This is an optimization exercise on Yosys and OpenROAD, whose aim is small area and a short achievable clock period, not a production implementation. For this run, only the layout was checked, not whether the RTL still works. No activity file was given, so power comes from the tool's default toggle rates.

$ cat flow/design.v
`timescale 1ns/10ps
module gin_tags
    (
        input             clk,
        input             rstb,
        input             program_en,
        input      [3:0]  scan_in,
        output     [47:0] tags     
    );
    reg [3:0] chain [0:22];
    integer k;
    always @(posedge clk or negedge rstb) begin
        if (!rstb) begin
            for (k = 0; k < 23; k = k + 1) chain[k] <= 4'd0;
        end else if (program_en) begin
            chain[0] <= scan_in;
            for (k = 1; k < 23; k = k + 1) chain[k] <= chain[k-1];
        end
    end
    genvar g;
    generate
        for (g = 0; g < 12; g = g + 1) begin : t
            assign tags[4*g +: 4] = chain[2*g];
        end
    endgenerate
endmodule
module pe_unit
    #(
        parameter TOP = 0    
    )
    (
        input             clk,
        input             rstb,
        input             ifmap_enable,    
        input             filter_enable,   
        input             ifmap_op,        
        input             filter_op,       
        input      [15:0] ifmap,
        input      [15:0] filter,
        output reg        ready,
        output            in_acc_n,    
        output     [15:0] v,           
        output     [15:0] o_a,
        output     [7:0]  o_one,
        output     [7:0]  o_two,
        output     [7:0]  o_neg,
        output     [15:0] o_z,
        output     [15:0] o_acc,
        input             m_in_acc_n,
        input      [15:0] m_a,
        input      [7:0]  m_one,
        input      [7:0]  m_two,
        input      [7:0]  m_neg,
        input      [15:0] m_z,
        input      [15:0] m_acc,
        input      [15:0] b_a,
        input      [7:0]  b_one,
        input      [7:0]  b_two,
        input      [7:0]  b_neg,
        input      [15:0] b_z
    );
    reg [15:0] fm [0:3];
    reg [15:0] im [0:3];
    reg [3:0]  fv, iv;
    reg [15:0] acc;
    reg        ld;       
    reg [3:0]  st;       
    reg        in_acc;   
    reg [15:0] cs_s, cs_c;
    integer k;
    always @(posedge clk) begin
        if (filter_enable) begin
            fm[0] <= filter;
            for (k = 1; k < 4; k = k + 1) fm[k] <= fm[k-1];
        end
        if (ifmap_enable) begin
            im[0] <= ifmap;
            for (k = 1; k < 4; k = k + 1) im[k] <= im[k-1];
        end
    end
    always @(posedge clk or negedge rstb) begin
        if (!rstb) begin
            fv <= 4'd0;
            iv <= 4'd0;
        end else begin
            if (filter_enable) fv <= {fv[2:0], 1'b1};
            if (ifmap_enable)  iv <= {iv[2:0], 1'b1};
        end
    end
    wire [15:0] f0 = fm[0] & {16{fv[0]}};
    wire [15:0] i0 = im[0] & {16{iv[0]}};
    wire [3:0] st_n = ld ? ((st == 4'd3) ? 4'd0 : (ifmap_enable ? st + 4'd1 : st))
                         : ((st == 4'd11) ? 4'd4 : st + 4'd1);
    wire       ld_n = ld & (st != 4'd3);
    assign in_acc_n = !ld && (st == 4'd3 || st == 4'd4 || st == 4'd5 ||
                              st == 4'd6 || st == 4'd11);
    always @(posedge clk or negedge rstb) begin
        if (!rstb) begin
            ld     <= 1'b1;
            st     <= 4'd0;
            ready  <= 1'b0;
            in_acc <= 1'b0;
        end else begin
            ready  <= ld;
            ld     <= ld_n;
            st     <= st_n;
            in_acc <= in_acc_n;
        end
    end
    reg [1:0] nsel;     
    reg       nzero;    
    reg       nadd;     
    always @(*) begin
        nsel  = 2'd0;
        nzero = 1'b0;
        nadd  = 1'b0;
        if (!ld) begin
            case (st)
                4'd0:  begin nsel = 2'd1; nadd = 1'b1; end
                4'd1:  begin nsel = 2'd2; nadd = 1'b1; end
                4'd2:  begin nsel = 2'd3; nadd = 1'b1; end
                4'd3, 4'd4, 4'd5, 4'd6, 4'd11: begin nzero = 1'b1; nadd = 1'b1; end
                4'd9:  begin nsel = 2'd1; nadd = 1'b1; end
                4'd10: begin nsel = 2'd2; nadd = 1'b1; end
                default: ;
            endcase
        end
    end
    wire        gfv = !nzero & fv[nsel];
    wire        giv = !nzero & iv[nsel];
    wire [15:0] gf = fm[nsel] & {16{gfv}};
    wire [15:0] gi = im[nsel] & {16{giv}};
    wire [15:0] opf = filter_op ? (ld ? filter : f0) : gf;
    wire [7:0] xo, xt, xn, go, gt, gn;
    booth_enc ex (.b(ld ? ifmap : i0), .d_one(xo), .d_two(xt), .d_neg(xn));
    booth_enc eg (.b(gi), .d_one(go), .d_two(gt), .d_neg(gn));
    wire [7:0] d_one = ifmap_op ? xo : go;
    wire [7:0] d_two = ifmap_op ? xt : gt;
    wire [7:0] d_neg = ifmap_op ? xn : gn;
    assign v = cs_s + cs_c;
    wire [15:0] acc_n = in_acc ? acc : v;
    always @(posedge clk) acc <= acc_n;
    wire [15:0] z = nadd ? acc_n : 16'd0;
    assign o_a   = opf;
    assign o_one = d_one;
    assign o_two = d_two;
    assign o_neg = d_neg;
    assign o_z   = z;
    assign o_acc = acc_n;
    wire [15:0] ns, nc;
    generate
        if (TOP) begin : t
            wire        sm = nzero & !m_in_acc_n;
            wire        sb = nzero & m_in_acc_n;
            wire [15:0] zm = m_z + acc_n;
            wire [15:0] zb = b_z + acc_n + m_acc;
            wire [15:0] a   = opf   | (m_a   & {16{sm}}) | (b_a   & {16{sb}});
            wire [7:0]  one = d_one | (m_one & {8{sm}})  | (b_one & {8{sb}});
            wire [7:0]  two = d_two | (m_two & {8{sm}})  | (b_two & {8{sb}});
            wire [7:0]  neg = d_neg | (m_neg & {8{sm}})  | (b_neg & {8{sb}});
            wire [15:0] zz  = sm ? zm : sb ? zb : z;
            mul_cs m (.a(a), .d_one(one), .d_two(two), .d_neg(neg),
                      .z(zz), .s(ns), .c(nc));
        end else begin : t
            mul_cs m (.a(opf), .d_one(d_one), .d_two(d_two), .d_neg(d_neg),
                      .z(z), .s(ns), .c(nc));
        end
    endgenerate
    always @(posedge clk or negedge rstb) begin
        if (!rstb) begin
            cs_s <= 16'd0;
            cs_c <= 16'd0;
        end else begin
            cs_s <= ns;
            cs_c <= nc;
        end
    end
endmodule
module pe_en
    (
        input       row_hit,
        input [3:0] col_tag,
        input [3:0] x_tag,
        output      en
    );
    assign en = row_hit & (col_tag == x_tag);
endmodule
module tag_en
    (
        input       gin_enable,
        input       row_ready,
        input [3:0] row_tag,
        input [3:0] col_tag,
        input [3:0] y_tag,
        input [3:0] x_tag,
        output      en
    );
    assign en = gin_enable & row_ready & (row_tag == y_tag) & (col_tag == x_tag);
endmodule
module ml_accelerator
    #(
        parameter BITWIDTH              = 16,
        parameter PE_Y_SIZE             = 3,
        parameter PE_X_SIZE             = 3,
        parameter TAG_LENGTH            = 4,
        parameter PACKET_LENGTH         = 2*TAG_LENGTH+BITWIDTH,
        parameter NUM_PE                = PE_Y_SIZE*PE_X_SIZE
    )
    (
        input   clk,
        input   rstb,
        input  [PACKET_LENGTH-1:0]          data_packet_ifmap,
        input  [PACKET_LENGTH-1:0]          data_packet_filter,
        output [BITWIDTH*PE_X_SIZE-1:0]     ofmap,
        input  [TAG_LENGTH-1:0]             scan_chain_input_ifmap,
        input  [TAG_LENGTH-1:0]             scan_chain_input_filter,
        output                              ready,
        input                               program_en,
        input                               gin_enable_filter,
        input                               gin_enable_ifmap,
        input                               pe_reset
    );
    wire pe_rstb = rstb & pe_reset;
    wire [47:0] tags_i, tags_f;
    gin_tags gt_i (.clk(clk), .rstb(rstb), .program_en(program_en),
                   .scan_in(scan_chain_input_ifmap), .tags(tags_i));
    gin_tags gt_f (.clk(clk), .rstb(rstb), .program_en(program_en),
                   .scan_in(scan_chain_input_filter), .tags(tags_f));
    wire [8:0]  pe_ready;
    wire [8:0]  pe_acc_n;
    wire [15:0] pe_v   [0:8];
    wire [15:0] pe_a   [0:8];
    wire [7:0]  pe_one [0:8];
    wire [7:0]  pe_two [0:8];
    wire [7:0]  pe_neg [0:8];
    wire [15:0] pe_z   [0:8];
    wire [15:0] pe_acc [0:8];
    wire [3:0] rt_i = data_packet_ifmap[23:20],  ct_i = data_packet_ifmap[19:16];
    wire [3:0] rt_f = data_packet_filter[23:20], ct_f = data_packet_filter[19:16];
    genvar i, j;
    generate
        for (i = 0; i < 3; i = i + 1) begin : row
            wire row_ready = &pe_ready[3*i +: 3];
            wire hit_i = gin_enable_ifmap  & row_ready & (tags_i[4*i +: 4] == rt_i);
            wire hit_f = gin_enable_filter & row_ready & (tags_f[4*i +: 4] == rt_f);
            for (j = 0; j < 3; j = j + 1) begin : col
                wire en_i, en_f, op_i, op_f;
                pe_en tei (.row_hit(hit_i), .col_tag(ct_i),
                           .x_tag(tags_i[4*(3+3*i+j) +: 4]), .en(en_i));
                tag_en toi (.gin_enable(gin_enable_ifmap), .row_ready(row_ready),
                            .row_tag(rt_i), .col_tag(ct_i), .y_tag(tags_i[4*i +: 4]),
                            .x_tag(tags_i[4*(3+3*i+j) +: 4]), .en(op_i));
                pe_en tef (.row_hit(hit_f), .col_tag(ct_f),
                           .x_tag(tags_f[4*(3+3*i+j) +: 4]), .en(en_f));
                tag_en tof (.gin_enable(gin_enable_filter), .row_ready(row_ready),
                            .row_tag(rt_f), .col_tag(ct_f), .y_tag(tags_f[4*i +: 4]),
                            .x_tag(tags_f[4*(3+3*i+j) +: 4]), .en(op_f));
                pe_unit #(.TOP(i == 0)) u (
                    .clk          (clk),
                    .rstb         (pe_rstb),
                    .ifmap_enable (en_i),
                    .filter_enable(en_f),
                    .ifmap_op     (op_i),
                    .filter_op    (op_f),
                    .ifmap        (data_packet_ifmap[15:0]),
                    .filter       (data_packet_filter[15:0]),
                    .ready        (pe_ready[3*i+j]),
                    .in_acc_n     (pe_acc_n[3*i+j]),
                    .v            (pe_v[3*i+j]),
                    .o_a          (pe_a[3*i+j]),
                    .o_one        (pe_one[3*i+j]),
                    .o_two        (pe_two[3*i+j]),
                    .o_neg        (pe_neg[3*i+j]),
                    .o_z          (pe_z[3*i+j]),
                    .o_acc        (pe_acc[3*i+j]),
                    .m_in_acc_n   (i == 0 ? pe_acc_n[3+j] : 1'b0),
                    .m_a          (i == 0 ? pe_a[3+j]     : 16'd0),
                    .m_one        (i == 0 ? pe_one[3+j]   : 8'd0),
                    .m_two        (i == 0 ? pe_two[3+j]   : 8'd0),
                    .m_neg        (i == 0 ? pe_neg[3+j]   : 8'd0),
                    .m_z          (i == 0 ? pe_z[3+j]     : 16'd0),
                    .m_acc        (i == 0 ? pe_acc[3+j]   : 16'd0),
                    .b_a          (i == 0 ? pe_a[6+j]     : 16'd0),
                    .b_one        (i == 0 ? pe_one[6+j]   : 8'd0),
                    .b_two        (i == 0 ? pe_two[6+j]   : 8'd0),
                    .b_neg        (i == 0 ? pe_neg[6+j]   : 8'd0),
                    .b_z          (i == 0 ? pe_z[6+j]     : 16'd0)
                );
            end
        end
    endgenerate
    assign ready = &pe_ready;
    assign ofmap = {pe_v[2], pe_v[1], pe_v[0]};
endmodule
module xor3 (input a, input b, input c, output y);
    assign y = a ^ b ^ c;
endmodule
module xor2 (input a, input b, output y);
    assign y = a ^ b;
endmodule
module booth_enc
    (
        input  [15:0] b,
        output [7:0]  d_one,
        output [7:0]  d_two,
        output [7:0]  d_neg
    );
    assign d_one[0] = b[0] ^ 1'b0;
    assign d_two[0] = (b[1] & ~b[0] & ~1'b0) | (~b[1] & b[0] & 1'b0);
    assign d_neg[0] = b[1];
    assign d_one[1] = b[2] ^ b[1];
    assign d_two[1] = (b[3] & ~b[2] & ~b[1]) | (~b[3] & b[2] & b[1]);
    assign d_neg[1] = b[3];
    assign d_one[2] = b[4] ^ b[3];
    assign d_two[2] = (b[5] & ~b[4] & ~b[3]) | (~b[5] & b[4] & b[3]);
    assign d_neg[2] = b[5];
    assign d_one[3] = b[6] ^ b[5];
    assign d_two[3] = (b[7] & ~b[6] & ~b[5]) | (~b[7] & b[6] & b[5]);
    assign d_neg[3] = b[7];
    assign d_one[4] = b[8] ^ b[7];
    assign d_two[4] = (b[9] & ~b[8] & ~b[7]) | (~b[9] & b[8] & b[7]);
    assign d_neg[4] = b[9];
    assign d_one[5] = b[10] ^ b[9];
    assign d_two[5] = (b[11] & ~b[10] & ~b[9]) | (~b[11] & b[10] & b[9]);
    assign d_neg[5] = b[11];
    assign d_one[6] = b[12] ^ b[11];
    assign d_two[6] = (b[13] & ~b[12] & ~b[11]) | (~b[13] & b[12] & b[11]);
    assign d_neg[6] = b[13];
    assign d_one[7] = b[14] ^ b[13];
    assign d_two[7] = (b[15] & ~b[14] & ~b[13]) | (~b[15] & b[14] & b[13]);
    assign d_neg[7] = b[15];
endmodule
module mul_cs
    (
        input  [15:0] a,
        input  [7:0]  d_one,
        input  [7:0]  d_two,
        input  [7:0]  d_neg,
        input  [15:0] z,
        output [15:0] s,
        output [15:0] c
    );
    wire one0 = d_one[0];
    wire two0 = d_two[0];
    wire neg0 = d_neg[0];
    wire pp0_0 = ((one0 & a[0]) | (two0 & 1'b0)) ^ neg0;
    wire pp0_1 = ((one0 & a[1]) | (two0 & a[0])) ^ neg0;
    wire pp0_2 = ((one0 & a[2]) | (two0 & a[1])) ^ neg0;
    wire pp0_3 = ((one0 & a[3]) | (two0 & a[2])) ^ neg0;
    wire pp0_4 = ((one0 & a[4]) | (two0 & a[3])) ^ neg0;
    wire pp0_5 = ((one0 & a[5]) | (two0 & a[4])) ^ neg0;
    wire pp0_6 = ((one0 & a[6]) | (two0 & a[5])) ^ neg0;
    wire pp0_7 = ((one0 & a[7]) | (two0 & a[6])) ^ neg0;
    wire pp0_8 = ((one0 & a[8]) | (two0 & a[7])) ^ neg0;
    wire pp0_9 = ((one0 & a[9]) | (two0 & a[8])) ^ neg0;
    wire pp0_10 = ((one0 & a[10]) | (two0 & a[9])) ^ neg0;
    wire pp0_11 = ((one0 & a[11]) | (two0 & a[10])) ^ neg0;
    wire pp0_12 = ((one0 & a[12]) | (two0 & a[11])) ^ neg0;
    wire pp0_13 = ((one0 & a[13]) | (two0 & a[12])) ^ neg0;
    wire pp0_14 = ((one0 & a[14]) | (two0 & a[13])) ^ neg0;
    wire pp0_15 = ((one0 & a[15]) | (two0 & a[14])) ^ neg0;
    wire one1 = d_one[1];
    wire two1 = d_two[1];
    wire neg1 = d_neg[1];
    wire pp1_0 = ((one1 & a[0]) | (two1 & 1'b0)) ^ neg1;
    wire pp1_1 = ((one1 & a[1]) | (two1 & a[0])) ^ neg1;
    wire pp1_2 = ((one1 & a[2]) | (two1 & a[1])) ^ neg1;
    wire pp1_3 = ((one1 & a[3]) | (two1 & a[2])) ^ neg1;
    wire pp1_4 = ((one1 & a[4]) | (two1 & a[3])) ^ neg1;
    wire pp1_5 = ((one1 & a[5]) | (two1 & a[4])) ^ neg1;
    wire pp1_6 = ((one1 & a[6]) | (two1 & a[5])) ^ neg1;
    wire pp1_7 = ((one1 & a[7]) | (two1 & a[6])) ^ neg1;
    wire pp1_8 = ((one1 & a[8]) | (two1 & a[7])) ^ neg1;
    wire pp1_9 = ((one1 & a[9]) | (two1 & a[8])) ^ neg1;
    wire pp1_10 = ((one1 & a[10]) | (two1 & a[9])) ^ neg1;
    wire pp1_11 = ((one1 & a[11]) | (two1 & a[10])) ^ neg1;
    wire pp1_12 = ((one1 & a[12]) | (two1 & a[11])) ^ neg1;
    wire pp1_13 = ((one1 & a[13]) | (two1 & a[12])) ^ neg1;
    wire one2 = d_one[2];
    wire two2 = d_two[2];
    wire neg2 = d_neg[2];
    wire pp2_0 = ((one2 & a[0]) | (two2 & 1'b0)) ^ neg2;
    wire pp2_1 = ((one2 & a[1]) | (two2 & a[0])) ^ neg2;
    wire pp2_2 = ((one2 & a[2]) | (two2 & a[1])) ^ neg2;
    wire pp2_3 = ((one2 & a[3]) | (two2 & a[2])) ^ neg2;
    wire pp2_4 = ((one2 & a[4]) | (two2 & a[3])) ^ neg2;
    wire pp2_5 = ((one2 & a[5]) | (two2 & a[4])) ^ neg2;
    wire pp2_6 = ((one2 & a[6]) | (two2 & a[5])) ^ neg2;
    wire pp2_7 = ((one2 & a[7]) | (two2 & a[6])) ^ neg2;
    wire pp2_8 = ((one2 & a[8]) | (two2 & a[7])) ^ neg2;
    wire pp2_9 = ((one2 & a[9]) | (two2 & a[8])) ^ neg2;
    wire pp2_10 = ((one2 & a[10]) | (two2 & a[9])) ^ neg2;
    wire pp2_11 = ((one2 & a[11]) | (two2 & a[10])) ^ neg2;
    wire one3 = d_one[3];
    wire two3 = d_two[3];
    wire neg3 = d_neg[3];
    wire pp3_0 = ((one3 & a[0]) | (two3 & 1'b0)) ^ neg3;
    wire pp3_1 = ((one3 & a[1]) | (two3 & a[0])) ^ neg3;
    wire pp3_2 = ((one3 & a[2]) | (two3 & a[1])) ^ neg3;
    wire pp3_3 = ((one3 & a[3]) | (two3 & a[2])) ^ neg3;
    wire pp3_4 = ((one3 & a[4]) | (two3 & a[3])) ^ neg3;
    wire pp3_5 = ((one3 & a[5]) | (two3 & a[4])) ^ neg3;
    wire pp3_6 = ((one3 & a[6]) | (two3 & a[5])) ^ neg3;
    wire pp3_7 = ((one3 & a[7]) | (two3 & a[6])) ^ neg3;
    wire pp3_8 = ((one3 & a[8]) | (two3 & a[7])) ^ neg3;
    wire pp3_9 = ((one3 & a[9]) | (two3 & a[8])) ^ neg3;
    wire one4 = d_one[4];
    wire two4 = d_two[4];
    wire neg4 = d_neg[4];
    wire pp4_0 = ((one4 & a[0]) | (two4 & 1'b0)) ^ neg4;
    wire pp4_1 = ((one4 & a[1]) | (two4 & a[0])) ^ neg4;
    wire pp4_2 = ((one4 & a[2]) | (two4 & a[1])) ^ neg4;
    wire pp4_3 = ((one4 & a[3]) | (two4 & a[2])) ^ neg4;
    wire pp4_4 = ((one4 & a[4]) | (two4 & a[3])) ^ neg4;
    wire pp4_5 = ((one4 & a[5]) | (two4 & a[4])) ^ neg4;
    wire pp4_6 = ((one4 & a[6]) | (two4 & a[5])) ^ neg4;
    wire pp4_7 = ((one4 & a[7]) | (two4 & a[6])) ^ neg4;
    wire one5 = d_one[5];
    wire two5 = d_two[5];
    wire neg5 = d_neg[5];
    wire pp5_0 = ((one5 & a[0]) | (two5 & 1'b0)) ^ neg5;
    wire pp5_1 = ((one5 & a[1]) | (two5 & a[0])) ^ neg5;
    wire pp5_2 = ((one5 & a[2]) | (two5 & a[1])) ^ neg5;
    wire pp5_3 = ((one5 & a[3]) | (two5 & a[2])) ^ neg5;
    wire pp5_4 = ((one5 & a[4]) | (two5 & a[3])) ^ neg5;
    wire pp5_5 = ((one5 & a[5]) | (two5 & a[4])) ^ neg5;
    wire one6 = d_one[6];
    wire two6 = d_two[6];
    wire neg6 = d_neg[6];
    wire pp6_0 = ((one6 & a[0]) | (two6 & 1'b0)) ^ neg6;
    wire pp6_1 = ((one6 & a[1]) | (two6 & a[0])) ^ neg6;
    wire pp6_2 = ((one6 & a[2]) | (two6 & a[1])) ^ neg6;
    wire pp6_3 = ((one6 & a[3]) | (two6 & a[2])) ^ neg6;
    wire one7 = d_one[7];
    wire two7 = d_two[7];
    wire neg7 = d_neg[7];
    wire x7_0 = one7 & a[0];
    wire x7_1 = (one7 & a[1]) | (two7 & a[0]);
    wire pp7_0 = x7_0;
    wire pp7_1 = x7_1 ^ (neg7 & x7_0);
    wire t_1 = pp0_8 ^ pp1_6;
    wire t_2 = pp0_8 & pp1_6;
    wire t_3 = pp0_9 ^ pp1_7;
    wire t_4 = pp0_9 & pp1_7;
    wire t_5 = pp0_10 ^ pp1_8 ^ pp2_6;
    wire t_6 = (pp0_10 & pp1_8) | (pp0_10 & pp2_6) | (pp1_8 & pp2_6);
    wire t_7 = pp3_4 ^ pp4_2;
    wire t_8 = pp3_4 & pp4_2;
    wire t_9 = pp0_11 ^ pp1_9 ^ pp2_7;
    wire t_10 = (pp0_11 & pp1_9) | (pp0_11 & pp2_7) | (pp1_9 & pp2_7);
    wire t_11 = pp3_5 ^ pp4_3;
    wire t_12 = pp3_5 & pp4_3;
    wire t_13 = pp0_12 ^ pp1_10 ^ pp2_8;
    wire t_14 = (pp0_12 & pp1_10) | (pp0_12 & pp2_8) | (pp1_10 & pp2_8);
    wire t_15 = pp3_6 ^ pp4_4 ^ pp5_2;
    wire t_16 = (pp3_6 & pp4_4) | (pp3_6 & pp5_2) | (pp4_4 & pp5_2);
    wire t_17 = pp6_0 ^ neg6;
    wire t_18 = pp6_0 & neg6;
    wire t_19 = pp0_13 ^ pp1_11 ^ pp2_9;
    wire t_20 = (pp0_13 & pp1_11) | (pp0_13 & pp2_9) | (pp1_11 & pp2_9);
    wire t_21 = pp3_7 ^ pp4_5 ^ pp5_3;
    wire t_22 = (pp3_7 & pp4_5) | (pp3_7 & pp5_3) | (pp4_5 & pp5_3);
    wire t_23 = pp6_1 ^ z[13];
    wire t_24 = pp6_1 & z[13];
    wire t_25 = pp0_14 ^ pp1_12 ^ pp2_10;
    wire t_26 = (pp0_14 & pp1_12) | (pp0_14 & pp2_10) | (pp1_12 & pp2_10);
    wire t_27 = pp3_8 ^ pp4_6 ^ pp5_4;
    wire t_28 = (pp3_8 & pp4_6) | (pp3_8 & pp5_4) | (pp4_6 & pp5_4);
    wire t_29 = pp6_2 ^ pp7_0 ^ z[14];
    wire t_30 = (pp6_2 & pp7_0) | (pp6_2 & z[14]) | (pp7_0 & z[14]);
    wire t_31;
    xor3 t_31_x (.a(pp0_15), .b(pp1_13), .c(pp2_11), .y(t_31));
    wire t_33;
    xor3 t_33_x (.a(pp3_9), .b(pp4_7), .c(pp5_5), .y(t_33));
    wire t_35;
    xor3 t_35_x (.a(pp6_3), .b(pp7_1), .c(z[15]), .y(t_35));
    wire t_37 = pp0_4 ^ pp1_2;
    wire t_38 = pp0_4 & pp1_2;
    wire t_39 = pp0_5 ^ pp1_3;
    wire t_40 = pp0_5 & pp1_3;
    wire t_41 = pp0_6 ^ pp1_4 ^ pp2_2;
    wire t_42 = (pp0_6 & pp1_4) | (pp0_6 & pp2_2) | (pp1_4 & pp2_2);
    wire t_43 = pp3_0 ^ neg3;
    wire t_44 = pp3_0 & neg3;
    wire t_45 = pp0_7 ^ pp1_5 ^ pp2_3;
    wire t_46 = (pp0_7 & pp1_5) | (pp0_7 & pp2_3) | (pp1_5 & pp2_3);
    wire t_47 = pp3_1 ^ z[7];
    wire t_48 = pp3_1 & z[7];
    wire t_49 = pp2_4 ^ pp3_2 ^ pp4_0;
    wire t_50 = (pp2_4 & pp3_2) | (pp2_4 & pp4_0) | (pp3_2 & pp4_0);
    wire t_51 = neg4 ^ z[8] ^ t_1;
    wire t_52 = (neg4 & z[8]) | (neg4 & t_1) | (z[8] & t_1);
    wire t_53 = pp2_5 ^ pp3_3 ^ pp4_1;
    wire t_54 = (pp2_5 & pp3_3) | (pp2_5 & pp4_1) | (pp3_3 & pp4_1);
    wire t_55 = z[9] ^ t_2 ^ t_3;
    wire t_56 = (z[9] & t_2) | (z[9] & t_3) | (t_2 & t_3);
    wire t_57 = pp5_0 ^ neg5 ^ z[10];
    wire t_58 = (pp5_0 & neg5) | (pp5_0 & z[10]) | (neg5 & z[10]);
    wire t_59 = t_4 ^ t_5 ^ t_7;
    wire t_60 = (t_4 & t_5) | (t_4 & t_7) | (t_5 & t_7);
    wire t_61 = pp5_1 ^ z[11] ^ t_6;
    wire t_62 = (pp5_1 & z[11]) | (pp5_1 & t_6) | (z[11] & t_6);
    wire t_63 = t_8 ^ t_9 ^ t_11;
    wire t_64 = (t_8 & t_9) | (t_8 & t_11) | (t_9 & t_11);
    wire t_65 = z[12] ^ t_10 ^ t_12;
    wire t_66 = (z[12] & t_10) | (z[12] & t_12) | (t_10 & t_12);
    wire t_67 = t_13 ^ t_15 ^ t_17;
    wire t_68 = (t_13 & t_15) | (t_13 & t_17) | (t_15 & t_17);
    wire t_69 = t_14 ^ t_16 ^ t_18;
    wire t_70 = (t_14 & t_16) | (t_14 & t_18) | (t_16 & t_18);
    wire t_71 = t_19 ^ t_21 ^ t_23;
    wire t_72 = (t_19 & t_21) | (t_19 & t_23) | (t_21 & t_23);
    wire t_73 = t_20 ^ t_22 ^ t_24;
    wire t_74 = (t_20 & t_22) | (t_20 & t_24) | (t_22 & t_24);
    wire t_75 = t_25 ^ t_27 ^ t_29;
    wire t_76 = (t_25 & t_27) | (t_25 & t_29) | (t_27 & t_29);
    wire t_77;
    xor3 t_77_x (.a(t_26), .b(t_28), .c(t_30), .y(t_77));
    wire t_79;
    xor3 t_79_x (.a(t_31), .b(t_33), .c(t_35), .y(t_79));
    wire t_81 = pp0_2 ^ pp1_0;
    wire t_82 = pp0_2 & pp1_0;
    wire t_83 = pp0_3 ^ pp1_1;
    wire t_84 = pp0_3 & pp1_1;
    wire t_85 = pp2_0 ^ neg2 ^ z[4];
    wire t_86 = (pp2_0 & neg2) | (pp2_0 & z[4]) | (neg2 & z[4]);
    wire t_87 = pp2_1 ^ z[5] ^ t_38;
    wire t_88 = (pp2_1 & z[5]) | (pp2_1 & t_38) | (z[5] & t_38);
    wire t_89 = z[6] ^ t_40 ^ t_41;
    wire t_90 = (z[6] & t_40) | (z[6] & t_41) | (t_40 & t_41);
    wire t_91 = t_42 ^ t_44 ^ t_45;
    wire t_92 = (t_42 & t_44) | (t_42 & t_45) | (t_44 & t_45);
    wire t_93 = t_46 ^ t_48 ^ t_49;
    wire t_94 = (t_46 & t_48) | (t_46 & t_49) | (t_48 & t_49);
    wire t_95 = t_50 ^ t_52 ^ t_53;
    wire t_96 = (t_50 & t_52) | (t_50 & t_53) | (t_52 & t_53);
    wire t_97 = t_54 ^ t_56 ^ t_57;
    wire t_98 = (t_54 & t_56) | (t_54 & t_57) | (t_56 & t_57);
    wire t_99 = t_58 ^ t_60 ^ t_61;
    wire t_100 = (t_58 & t_60) | (t_58 & t_61) | (t_60 & t_61);
    wire t_101 = t_62 ^ t_64 ^ t_65;
    wire t_102 = (t_62 & t_64) | (t_62 & t_65) | (t_64 & t_65);
    wire t_103 = t_66 ^ t_68 ^ t_69;
    wire t_104 = (t_66 & t_68) | (t_66 & t_69) | (t_68 & t_69);
    wire t_105 = t_70 ^ t_72 ^ t_73;
    wire t_106 = (t_70 & t_72) | (t_70 & t_73) | (t_72 & t_73);
    wire t_107;
    xor3 t_107_x (.a(t_74), .b(t_76), .c(t_77), .y(t_107));
    wire t_109 = pp0_0 ^ neg0;
    wire t_110 = pp0_0 & neg0;
    wire t_111 = pp0_1 ^ z[1];
    wire t_112 = pp0_1 & z[1];
    wire t_113 = neg1 ^ z[2] ^ t_81;
    wire t_114 = (neg1 & z[2]) | (neg1 & t_81) | (z[2] & t_81);
    wire t_115 = z[3] ^ t_82 ^ t_83;
    wire t_116 = (z[3] & t_82) | (z[3] & t_83) | (t_82 & t_83);
    wire t_117 = t_37 ^ t_84 ^ t_85;
    wire t_118 = (t_37 & t_84) | (t_37 & t_85) | (t_84 & t_85);
    wire t_119 = t_39 ^ t_86 ^ t_87;
    wire t_120 = (t_39 & t_86) | (t_39 & t_87) | (t_86 & t_87);
    wire t_121 = t_43 ^ t_88 ^ t_89;
    wire t_122 = (t_43 & t_88) | (t_43 & t_89) | (t_88 & t_89);
    wire t_123 = t_47 ^ t_90 ^ t_91;
    wire t_124 = (t_47 & t_90) | (t_47 & t_91) | (t_90 & t_91);
    wire t_125 = t_51 ^ t_92 ^ t_93;
    wire t_126 = (t_51 & t_92) | (t_51 & t_93) | (t_92 & t_93);
    wire t_127 = t_55 ^ t_94 ^ t_95;
    wire t_128 = (t_55 & t_94) | (t_55 & t_95) | (t_94 & t_95);
    wire t_129 = t_59 ^ t_96 ^ t_97;
    wire t_130 = (t_59 & t_96) | (t_59 & t_97) | (t_96 & t_97);
    wire t_131 = t_63 ^ t_98 ^ t_99;
    wire t_132 = (t_63 & t_98) | (t_63 & t_99) | (t_98 & t_99);
    wire t_133 = t_67 ^ t_100 ^ t_101;
    wire t_134 = (t_67 & t_100) | (t_67 & t_101) | (t_100 & t_101);
    wire t_135 = t_71 ^ t_102 ^ t_103;
    wire t_136 = (t_71 & t_102) | (t_71 & t_103) | (t_102 & t_103);
    wire t_137 = t_75 ^ t_104 ^ t_105;
    wire t_138 = (t_75 & t_104) | (t_75 & t_105) | (t_104 & t_105);
    wire t_139;
    xor3 t_139_x (.a(t_79), .b(t_106), .c(t_107), .y(t_139));
    assign s = {t_138, t_136, t_134, t_132, t_130, t_128, t_126, t_124, t_122, t_120, t_118, t_116, t_114, t_112, t_110, z[0]};
    assign c = {t_139, t_137, t_135, t_133, t_131, t_129, t_127, t_125, t_123, t_121, t_119, t_117, t_115, t_113, t_111, t_109};
endmodule
$ cat flow/run.sh
#!/bin/bash
# synth_recipe.tcl (not shown) runs the flow's synth.tcl, then flattens the netlist and writes it again
# the make line also repeats each setting of config.mk as NAME=value (left out here)
make -C /OpenROAD-flow-scripts/flow DESIGN_CONFIG=/design/flow/config.mk WORK_HOME=/design/flow/orfs CLKGATE_MAP_FILE= SYNTH_SCRIPT=/design/flow/synth_recipe.tcl finish
$ cat flow/config.mk
export PLATFORM = sky130hd
export DESIGN_NAME = ml_accelerator
export DESIGN_NICKNAME = ml_accelerator
export VERILOG_FILES = /design/flow/design.v
export SDC_FILE = /design/flow/constraint.sdc
export NUM_CORES = 4
export LEC_CHECK = 0
export CAP_MARGIN = 20
export CORE_MARGIN = 2
export CORE_UTILIZATION = 55
export PLACE_DENSITY = 0.7
export SLEW_MARGIN = 40
export SYNTH_HIERARCHICAL = 1
export SYNTH_MINIMUM_KEEP_SIZE = 0
$ cat flow/constraint.sdc
create_clock -name core_clock -period 17.0 [get_ports {clk}]
set_input_delay 3.4000 -clock core_clock [delete_from_list [all_inputs] [get_ports {clk}]]
set_output_delay 3.4000 -clock core_clock [all_outputs]
set_load 0.01 [all_outputs]
==> results_dict.tcl <==
set metrics [dict create \
    grt_pass1_wl_um 566000 \
    post_cts_buffers 0 \
    drt_pass1_iterations 7 \
    cp.required_ns 17.76 \
    worstReg2RegStart "row[2].col[2].u.st[0]" \
    drc_errors 0 \
    met3_usage_pct 5.59 \
    slew-limit-headroom_pct 35.9 \
    finalCritPeriodShare_pct 54.2 \
    max_stage_delay_ns 0.80 \
    portBuffers 110 \
    cts-htree-levels 4 \
    rsz0062_at_grt "false" \
    cp_top_family "adder cells" \
    r2r_slack_ns 9.68 \
    gr-usage-met2_pct 47.6 \
    worstRegToRegCells 21 \
    tightest_slew_ns 0.952 \
    antenna_found_initial 16 \
    cts_resized 0 \
    ir_drop_mv 0.103 \
    vias_per_cell 6.33 \
    clock_sinks 1903 \
    wl_per_cell_um 25.7 \
    cts_tree "built" \
    dpl_worst_slack_ns 6.94 \
    synth_area_um2 129000 \
    hold_start "row[1].col[0].u.im[2][10]" \
    place_hpwl_um 261000 \
    chipWidth_um 488 \
    worstHoldEndpoint "row[1].col[0].u.im[3][10]" \
    start_util_pct 55.3 \
    p_leak_nw 55.0 \
    die_h_um 488 \
    insertion_delay_ns 0.89 \
    hold_viol 0 \
    grt_max_degree 84 \
    hp-class "flop to flop" \
    start_kind "primary input" \
    grt.total_usage_pct 31.0 \
    area.growth.synth_to_final_pct 5.93 \
    dr_total_vias 91800 \
    overflow 0 \
    grt_pass1_vias 90600 \
    place_congestion 0.963 \
    p_per_area_nw_per_um2 80.9 \
    fin_worst_skew_ns 0.0798 \
    grtUsageMet1_pct 43.7 \
    final.min_clock_period_ns 9.21 \
    finalSetupTns_ns 0 \
    drive_above_1_share_pct 13.7 \
    worstPathMaxFanout 17 \
    fill_cells 19100 \
    yosys_warnings 15 \
    rr_endpoint "row[0].col[2].u.cs_c[13]" \
    die-area_um2 238000 \
    syn_avg_cell_area_um2 10.9 \
    fmax_ghz 0.109 \
    drv_cap 0 \
    status "no timing/DRC/antenna violations" \
    setup_ws_ns 7.79 \
    cp-end-kind "flop" \
    grt_busiest_layer "met2" \
    ctsHoldBuffers 0 \
    setup_viol 0 \
    core_um2 233000 \
    crit_chain "clkdlybuf4s50_1 > xnor2_1 > nand3_1 > nor3_4 > buf_4 > or3_1 > o21ai_1 > mux2i_1 > o21bai_1 > a22oi_1 > xnor2_1 > fa_1 > fa_1 > inv_1 > fa_1 > inv_1 > fa_1" \
    syn_inst 11800 \
    slowest_stage "clkdlybuf4s50_1" \
    worstPathArrival_ns 9.97 \
    drtIter0Drc 10800 \
    cts_buffers 206 \
    maxSlewViolCount 0 \
    io_pins 111 \
    syn_nets 12800 \
    clkTransAtPathRegs_ns 0.07 \
    ctsRootBufferMaster "clkbuf_16" \
    drt_wl_total_um 373000 \
    rows 177 \
    final_cell_mix "1152 x edfxtp_1, 1141 x nand2_1, 771 x xnor2_1, 714 x inv_1, 592 x dfrtp_1" \
    final_common_cell "edfxtp_1" \
    num-nets-final 12200 \
    path_common_cell "fa_1" \
    critical_path_buf_inv_count 4 \
    cts_buffer_depth 3 \
    ant_nets 0 \
    worstHoldPathCells 0 \
    worstSetupPathType "primary input to flop" \
]
==> state kept, by name, summed over array words and instances, names as in the netlist <==
| register | cells |
|---|---|
| row.col.u.iv | 36 |
| row.col.u.fv | 36 |
| row.col.u.fm | 576 |
| row.col.u.in_acc | 9 |
| row.col.u.cs_c | 144 |
| gt_i.chain | 92 |
| row.col.u.ready | 9 |
| row.col.u.cs_s | 144 |
| row.col.u.acc | 144 |
| gt_f.chain | 92 |
| row.col.u.im | 576 |
| row.col.u.st | 36 |
| row.col.u.ld | 9 |
==> stage by stage <==
stage	std cells	total power, mW	area, um2	hold slack (ns)	util [%]
after floorplan	11800	6.05	129000	0.388	-
after global placement	14100	6.37	129000	0.428	55.3
after detailed placement	14100	6.41	129000	0.431	55.5
after CTS	14500	11.1	136000	0.420	58.5
after global routing	14500	11.4	136000	0.440	58.6
final	14500	11.0	136000	0.426	58.6
==> final cells by class <==
class / count / area, um2 / share of cell area [%]
multi-input combinational: 8062 / 66800 / 49.0
sequential: 1903 / 52700 / 38.7
clock buffer: 288 / 5780 / 4.24
tap: 3043 / 3810 / 2.79
timing repair buffer: 388 / 3170 / 2.32
inverter: 714 / 2680 / 1.97
clock inverter: 106 / 1340 / 0.984
antenna: 6 / 15.0 / 0.0110
==> worst max path at each step <==
stage,from,end,slack [ns],depth (start not counted)
after floorplan,rstb,row[0].col[0].u.cs_c[0],6.45,1
after global placement,data_packet_filter[23],row[0].col[2].u.cs_c[13],6.47,17
after detailed placement,data_packet_filter[23],row[0].col[2].u.cs_c[12],6.94,17
after CTS,data_packet_filter[23],row[0].col[1].u.cs_c[14],7.84,17
after global routing,data_packet_filter[22],row[0].col[1].u.cs_c[13],7.56,17
final,data_packet_filter[23],row[0].col[1].u.cs_c[13],7.79,17
==> metal layers <==
metal | vias to the layer above | part of all wire (%) | routed length, um
met5 | - | 0.057 | 214
met4 | 2 | 4.1 | 15300
met3 | 669 | 8.9 | 33300
met2 | 4161 | 45 | 168000
met1 | 46200 | 42 | 157000
li1 | 40800 | - | -
==> power breakdown <==
group	internal, mW	leakage (nW)	switching (mW)
Sequential	5.08	19.4	0.254
Clock	2.69	3.44	2.01
Combinational	0.533	32.1	0.462

port drivers added, routing unchanged:
The flow's constraints put no driver on any port. The routed layout listed below was extracted and timed again, unchanged, in two steps.
Step 1, drivers: a clkbuf_16 drives clk and a buf_2 each remaining input, both assumed.
Step 2 times the ports against the registers' clock, not the clock port: input delays grow and output delays shrink by t, the midpoint of the rising clock arrivals with the driver on.
Slacks: ideal / step 1 / step 2; pairs: ideal / step 1.
shift t [ns]: 0.948
setup WS [ns]: 7.795 / 7.865 / 6.917
worst setup path after step 2: input to register
clock arrival spread, ns: 0.080 / 0.080
worst data-port slew with drivers (ns): 0.05
After both steps setup and hold are still met in this run. For this run, drivers alone change the setup slack by +0.070 ns; drivers and shift together by -0.878 ns.
